Source: an optimization exercise on an open RTL-to-GDS flow (aim: small area, a short achievable clock period and few clock cycles). Production flows keep margins and buffers that such runs may drop. At most, simulation tests tie the RTL to the original design; equivalence was not proved. Power is estimated from default activity; no workload was simulated.

Setup of maple:
==> flow/design.v <==
module sign_extend(
	input [15:0] imm,
	output [31:0] ext
);
assign ext = {{16{imm[15]}}, imm};
endmodule
module reg_file(
	input clk,
	input rst_n,
	input [31:0] r1_sel,
	input [31:0] r2_sel,
	input [4:0] r3_addr,
	input [31:0] r3_din,
	input r3_wr,
	output reg [31:0] r1_dout,
	output reg [31:0] r2_dout
);
reg [31:0] rf [0:31];
reg [31:0] rv;
integer i;
always @(posedge clk)
	if (r3_wr)
		rf[r3_addr] <= r3_din;
always @(posedge clk or negedge rst_n)
	if (!rst_n)
		rv <= 32'd0;
	else if (r3_wr)
		rv[r3_addr] <= 1'b1;
always @(*) begin
	r1_dout = 32'd0;
	r2_dout = 32'd0;
	for (i = 0; i < 32; i = i + 1) begin
		r1_dout = r1_dout | ({32{rv[i] & r1_sel[i]}} & rf[i]);
		r2_dout = r2_dout | ({32{rv[i] & r2_sel[i]}} & rf[i]);
	end
end
endmodule
module alu(
	input [31:0] alu_a,
	input [31:0] alu_b,
	output [31:0] alu_out,
	output gtz
);
assign alu_out = alu_a + alu_b;
wire zero = ((alu_a ^ alu_b) == {alu_a[30:0] | alu_b[30:0], 1'b0});
assign gtz = ~alu_out[31] & ~zero;
endmodule
module pc(
	input [31:0] word,
	input [5:0] wpc,
	output redir,
	output [5:0] tgt,
	output [5:0] tgt1
);
wire is_j = word[31:26] == 6'b000010;
wire is_b = word[31:26] == 6'b000111;
assign redir = is_j | (is_b & word[15]);
assign tgt = is_j ? word[5:0] : wpc + word[5:0] + 6'd1;
assign tgt1 = is_j ? word[5:0] + 6'd1 : wpc + word[5:0] + 6'd2;
endmodule
module cu(
	input [5:0] op,
	output is_add,    
	output is_addi,
	output is_lw,
	output is_sw,
	output is_bgtz
);
assign is_addi = op == 6'b001000;
assign is_add = (op == 6'b000000) | is_addi;
assign is_lw = op == 6'b100011;
assign is_sw = op == 6'b101011;
assign is_bgtz = op == 6'b000111;
endmodule
module top(
	input clk, rst_n,
	output [5:0] mem_raddr,
	input [31:0] mem_rdata,
	output mem_we,
	output [5:0] mem_waddr,
	output [31:0] mem_wdata
);
localparam NB = 4;               
reg [5:0]  raddr_q;      
reg        ra_fetch;     
reg [5:0]  npc;          
reg        fvalid;       
reg [5:0]  fpc;          
reg        fhit;         
reg [NB-1:0] bv;
reg [5:0]  btag [0:NB-1];
reg [5:0]  btgt [0:NB-1];
reg [1:0]  brr;          
reg        svalid;
reg [31:0] sk_word;
reg [5:0]  spc;
reg        sredir;
reg [5:0]  stgt, stgt1;
reg        dvalid;
reg [31:0] ir;
reg [31:0] dsel_a, dsel_b;   
reg [5:0]  dpc;
reg        dredir;       
reg        dpend;        
reg [5:0]  dtgt, dtgt1;   
reg        evalid;
reg        e_add, e_lw, e_sw, e_bgtz, e_j, e_pred;
reg [31:0] e_a, e_b;
reg [5:0]  e_maddr;
reg [4:0]  e_dest;
reg [5:0]  e_pc, e_tgt;
reg [5:0]  e_alt;        
reg [5:0]  e_alt1;       
reg        we_q;         
reg        lwb;          
reg        kill;         
integer i;
wire       f_redir;
wire [5:0] f_tgt, f_tgt1;
pc pd(.word(mem_rdata), .wpc(fpc), .redir(f_redir), .tgt(f_tgt), .tgt1(f_tgt1));
wire f_isb = mem_rdata[31:26] == 6'b000111;
wire [31:0] sum;
wire        gtz;
alu alu_1(.alu_a(e_a), .alu_b(e_b), .alu_out(sum), .gtz(gtz));
wire e_go = evalid & ~kill;
wire e_lw0 = e_go & e_lw;           
wire        rf_we = (e_go & e_add) | lwb;
wire [31:0] rf_wd = lwb ? mem_rdata : sum;
wire d_add, d_addi, d_lw, d_sw, d_bgtz;
cu dec(.op(ir[31:26]), .is_add(d_add), .is_addi(d_addi), .is_lw(d_lw),
       .is_sw(d_sw), .is_bgtz(d_bgtz));
wire d_j = ir[31:26] == 6'b000010;
wire [4:0] rs = ir[25:21];
wire [4:0] rt = ir[20:16];
wire [31:0] r1, r2;
reg_file register(
	.clk(clk), .rst_n(rst_n),
	.r1_sel(dsel_a), .r2_sel(dsel_b),
	.r3_addr(e_dest), .r3_din(rf_wd), .r3_wr(rf_we),
	.r1_dout(r1), .r2_dout(r2)
);
wire [31:0] simm;
sign_extend se(.imm(ir[15:0]), .ext(simm));
wire fwd_a = rf_we && e_dest == rs;
wire fwd_b = rf_we && e_dest == rt;
wire [31:0] opa = fwd_a ? rf_wd : r1;
wire [31:0] opb = d_addi ? simm : fwd_b ? rf_wd : r2;
wire [5:0]  maddr_f = rf_wd[5:0] + ir[5:0];
wire [5:0]  maddr_r = r1[5:0] + ir[5:0];
wire [5:0]  maddr = fwd_a ? maddr_f : maddr_r;
wire dlive = dvalid & ~kill;
wire dfire = dlive & ~e_lw0;
wire flive = fvalid & ~kill;
wire sw_hit = (dvalid & (dpc == e_maddr)) | (svalid & (spc == e_maddr)) |
              (fvalid & (fpc == e_maddr)) | (ra_fetch & (raddr_q == e_maddr));
wire e_mis = e_go & ((e_bgtz & (gtz ^ e_pred)) | (e_sw & sw_hit));
reg [NB-1:0] bhit;
reg [5:0]    bsel;
always @(*) begin
	bsel = 6'd0;
	for (i = 0; i < NB; i = i + 1) begin
		bhit[i] = bv[i] & (btag[i] == raddr_q);
		bsel = bsel | ({6{bhit[i]}} & btgt[i]);
	end
end
wire bpred = ra_fetch & (|bhit);
wire [5:0] succ  = bpred ? bsel : npc;
wire [5:0] succ1 = bpred ? bsel + 6'd1 : npc + 6'd1;
wire req_lw = dfire & d_lw;
wire req_d  = dlive & dpend;
wire req_f  = flive & f_redir & ~fhit;
wire take_d = ~req_lw & req_d;                  
wire take_f = ~req_lw & ~req_d & req_f;
wire [5:0] seq_addr = take_d ? dtgt : take_f ? f_tgt : succ;
wire [5:0] seq_addr1 = take_d ? dtgt1 : take_f ? f_tgt1 : succ1;
wire [5:0] ra_next = req_lw ? maddr : seq_addr;
wire [5:0] npc_next = req_lw ? succ : seq_addr1;
reg [NB-1:0] bm_pc, bm_st;
always @(*)
	for (i = 0; i < NB; i = i + 1) begin
		bm_pc[i] = bv[i] & (btag[i] == e_pc);
		bm_st[i] = bv[i] & (btag[i] == e_maddr);
	end
wire b_ins = e_go & (e_j | (e_bgtz & gtz));
wire b_del = e_go & e_bgtz & ~gtz;
wire b_any = |bm_pc;
wire d_accept = ~dvalid | dfire;
wire [31:0] d_word = svalid ? sk_word : mem_rdata;    
wire f_keep = flive & ~take_d;                  
wire f_pt = f_redir | (fhit & f_isb);           
always @(posedge clk or negedge rst_n)
	if (!rst_n) begin
		raddr_q <= 6'd0;
		ra_fetch <= 1'b1;
		npc <= 6'd1;
		fvalid <= 1'b0;
		fhit <= 1'b0;
		svalid <= 1'b0;
		dvalid <= 1'b0;
		dpend <= 1'b0;
		evalid <= 1'b0;
		we_q <= 1'b0;
		lwb <= 1'b0;
		kill <= 1'b0;
		bv <= {NB{1'b0}};
		brr <= 2'd0;
	end else begin
		kill <= e_mis;
		lwb <= e_lw0;
		we_q <= dfire & d_sw & ~e_mis;
		evalid <= dfire;
		raddr_q <= e_mis ? e_alt : ra_next;
		npc <= e_mis ? e_alt1 : npc_next;
		ra_fetch <= e_mis | ~req_lw;
		fvalid <= ra_fetch & ~take_d & ~take_f;
		fhit <= bpred;
		if (kill) begin
			dvalid <= 1'b0;
			svalid <= 1'b0;
			dpend <= 1'b0;
		end else if (d_accept) begin
			if (svalid) begin
				dvalid <= ~take_d;
				dpend <= 1'b0;
				svalid <= f_keep;
			end else begin
				dvalid <= f_keep;
				dpend <= f_keep & req_f & req_lw;
			end
		end else begin
			if (take_d)
				dpend <= 1'b0;
			svalid <= f_keep;
		end
		if (we_q)
			bv <= bv & ~bm_st;
		else if (b_del)
			bv <= bv & ~bm_pc;
		else if (b_ins) begin
			if (!b_any) begin
				bv[brr] <= 1'b1;
				brr <= brr + 2'd1;
			end
		end
	end
always @(posedge clk)
	if (b_ins && !b_any) begin
		btag[brr] <= e_pc;
		btgt[brr] <= e_tgt;
	end
always @(posedge clk) begin
	fpc <= raddr_q;
	e_alt <= (dredir | d_sw) ? dpc + 6'd1 : dtgt;
	e_alt1 <= (dredir | d_sw) ? dpc + 6'd2 : dtgt1;
	e_pc <= dpc;
	e_tgt <= dtgt;
	e_a <= opa;
	e_b <= opb;
	e_maddr <= maddr;
	e_add <= d_add;
	e_lw <= d_lw;
	e_sw <= d_sw;
	e_bgtz <= d_bgtz;
	e_j <= d_j;
	e_pred <= dredir;
	if (dfire)
		e_dest <= (ir[31:26] == 6'b000000) ? ir[15:11] : rt;
	if (d_accept) begin
		dsel_a <= 32'd1 << d_word[25:21];
		dsel_b <= 32'd1 << d_word[20:16];
		if (svalid) begin
			ir <= sk_word;
			dpc <= spc;
			dredir <= sredir;
			dtgt <= stgt;
			dtgt1 <= stgt1;
		end else begin
			ir <= mem_rdata;
			dpc <= fpc;
			dredir <= f_pt;
			dtgt <= f_tgt;
			dtgt1 <= f_tgt1;
		end
	end
	if (svalid ? d_accept : ~d_accept) begin
		sk_word <= mem_rdata;
		spc <= fpc;
		sredir <= f_pt;
		stgt <= f_tgt;
		stgt1 <= f_tgt1;
	end
end
assign mem_raddr = raddr_q;
assign mem_we = we_q;
assign mem_waddr = e_maddr;
assign mem_wdata = e_b;
endmodule
==> flow/config.mk <==
export PLATFORM = sky130hd
export DESIGN_NAME = top
export DESIGN_NICKNAME = top
export VERILOG_FILES = /design/flow/design.v
export SDC_FILE = /design/flow/constraint.sdc
export NUM_CORES = 8
export LEC_CHECK = 0
export ABC_CLOCK_PERIOD_IN_PS = 3000
export CAP_MARGIN = 20
export CORE_MARGIN = 2
export CORE_UTILIZATION = 25
export PLACE_DENSITY = 0.45
export SETUP_SLACK_MARGIN = 5
export SLEW_MARGIN = 20
==> flow/constraint.sdc <==
create_clock -name core_clock -period 10.0 [get_ports {clk}]
set_input_delay 2.0000 -clock core_clock [delete_from_list [all_inputs] [get_ports {clk}]]
set_output_delay 2.0000 -clock core_clock [all_outputs]
set_load 0.01 [all_outputs]
standard.sh (not shown) runs the stock make flow with config.mk's settings and CLKGATE_MAP_FILE= SYNTH_SCRIPT=/design/flow/synth_recipe.tcl, a recipe that flattens the netlist after the stock synthesis.
==> flow/flow/run.sh <==
#!/bin/bash
set -euo pipefail
bash standard.sh synth > synth.log 2>&1
bash standard.sh SETUP_SLACK_MARGIN=6.5 finish > layout.log 2>&1
Testbench counts of maple, summed over its fixed seeds: cycles 18,334.
Input-level comparison between indigo and maple:
--- a/flow/design.v
+++ b/flow/design.v
@@ -6,10 +6,10 @@
 endmodule
 module reg_file(
 	input clk,
 	input rst_n,
-	input [31:0] r1_sel,
-	input [31:0] r2_sel,
+	input [4:0] r1_addr,
+	input [4:0] r2_addr,
 	input [4:0] r3_addr,
 	input [31:0] r3_din,
 	input r3_wr,
 	output reg [31:0] r1_dout,
@@ -29,10 +29,10 @@
 always @(*) begin
 	r1_dout = 32'd0;
 	r2_dout = 32'd0;
 	for (i = 0; i < 32; i = i + 1) begin
-		r1_dout = r1_dout | ({32{rv[i] & r1_sel[i]}} & rf[i]);
-		r2_dout = r2_dout | ({32{rv[i] & r2_sel[i]}} & rf[i]);
+		r1_dout = r1_dout | ({32{rv[i] && r1_addr == i}} & rf[i]);
+		r2_dout = r2_dout | ({32{rv[i] && r2_addr == i}} & rf[i]);
 	end
 end
 endmodule
 module alu(
@@ -97,9 +97,8 @@
 reg        sredir;
 reg [5:0]  stgt, stgt1;
 reg        dvalid;
 reg [31:0] ir;
-reg [31:0] dsel_a, dsel_b;   
 reg [5:0]  dpc;
 reg        dredir;       
 reg        dpend;        
 reg [5:0]  dtgt, dtgt1;   
@@ -134,9 +133,9 @@
 wire [4:0] rt = ir[20:16];
 wire [31:0] r1, r2;
 reg_file register(
 	.clk(clk), .rst_n(rst_n),
-	.r1_sel(dsel_a), .r2_sel(dsel_b),
+	.r1_addr(rs), .r2_addr(rt),
 	.r3_addr(e_dest), .r3_din(rf_wd), .r3_wr(rf_we),
 	.r1_dout(r1), .r2_dout(r2)
 );
 wire [31:0] simm;
@@ -184,9 +183,8 @@
 wire b_ins = e_go & (e_j | (e_bgtz & gtz));
 wire b_del = e_go & e_bgtz & ~gtz;
 wire b_any = |bm_pc;
 wire d_accept = ~dvalid | dfire;
-wire [31:0] d_word = svalid ? sk_word : mem_rdata;    
 wire f_keep = flive & ~take_d;                  
 wire f_pt = f_redir | (fhit & f_isb);           
 always @(posedge clk or negedge rst_n)
 	if (!rst_n) begin
@@ -265,10 +263,8 @@
 	e_pred <= dredir;
 	if (dfire)
 		e_dest <= (ir[31:26] == 6'b000000) ? ir[15:11] : rt;
 	if (d_accept) begin
-		dsel_a <= 32'd1 << d_word[25:21];
-		dsel_b <= 32'd1 << d_word[20:16];
 		if (svalid) begin
 			ir <= sk_word;
 			dpc <= spc;
 			dredir <= sredir;
==> run summary <==
- Worst slew margin relative to its limit on indigo is behind maple.
- Per the comparison of indigo with maple, routed wire length now smaller, synthesized area now smaller.
- Post-synthesis net count in indigo vs maple: down about 3%
- Taking maple as the reference, in indigo routing usage on met3 increased 0.20 points; die area now sits lower.
- maple → indigo: fraction of met1 tracks used by global routing dropped 0.92 points; maximum VDD drop climbed 0.36 mV; number of gates resized after CTS climbed 116; fraction of area in registers dropped 1.8 points; final instance area dropped 1.4%.
- Compared with maple, power in indigo decreased by a few percent.
- Side by side, switching power turned out lower in indigo than in maple.
- indigo: worst-case reg-to-reg path depth higher than maple
Only the layout flow was run in indigo; the RTL was not checked for function there.

[what the ideal ports hide]
The results above use ideal ports. As a check the final layouts listed here were re-extracted and re-timed, cells and wires unchanged.
Step 1 sets driving cells, clkbuf_16 on the clock port and buf_2 on the other inputs (assumed; they add their load-dependent delay and slew).
Step 2, shift: input delay + t, output delay - t, t = (earliest + latest rising clock arrival at the registers) / 2. This alone moves slack from input paths to output paths.
a / b / c = no drivers / after step 1 / after step 2; a / b = the first two.
| run | t, ns | slack for setup (ns) | clock arrival spread, ns | worst register clock-pin slew, ns | cell pins on the clock port's net |
|---|---|---|---|---|---|
| maple | 0.910 | 6.302 / 6.302 / 5.541 | 0.111 / 0.112 | 0.07 / 0.07 | 1 |
| indigo | 0.916 | 5.857 / 5.857 / 5.397 | 0.059 / 0.059 | 0.07 / 0.07 | 1 |
After both steps every run listed still meets setup and hold. For maple, which loses most, drivers alone change the setup slack by 0.000 ns; drivers and shift together by -0.761 ns.
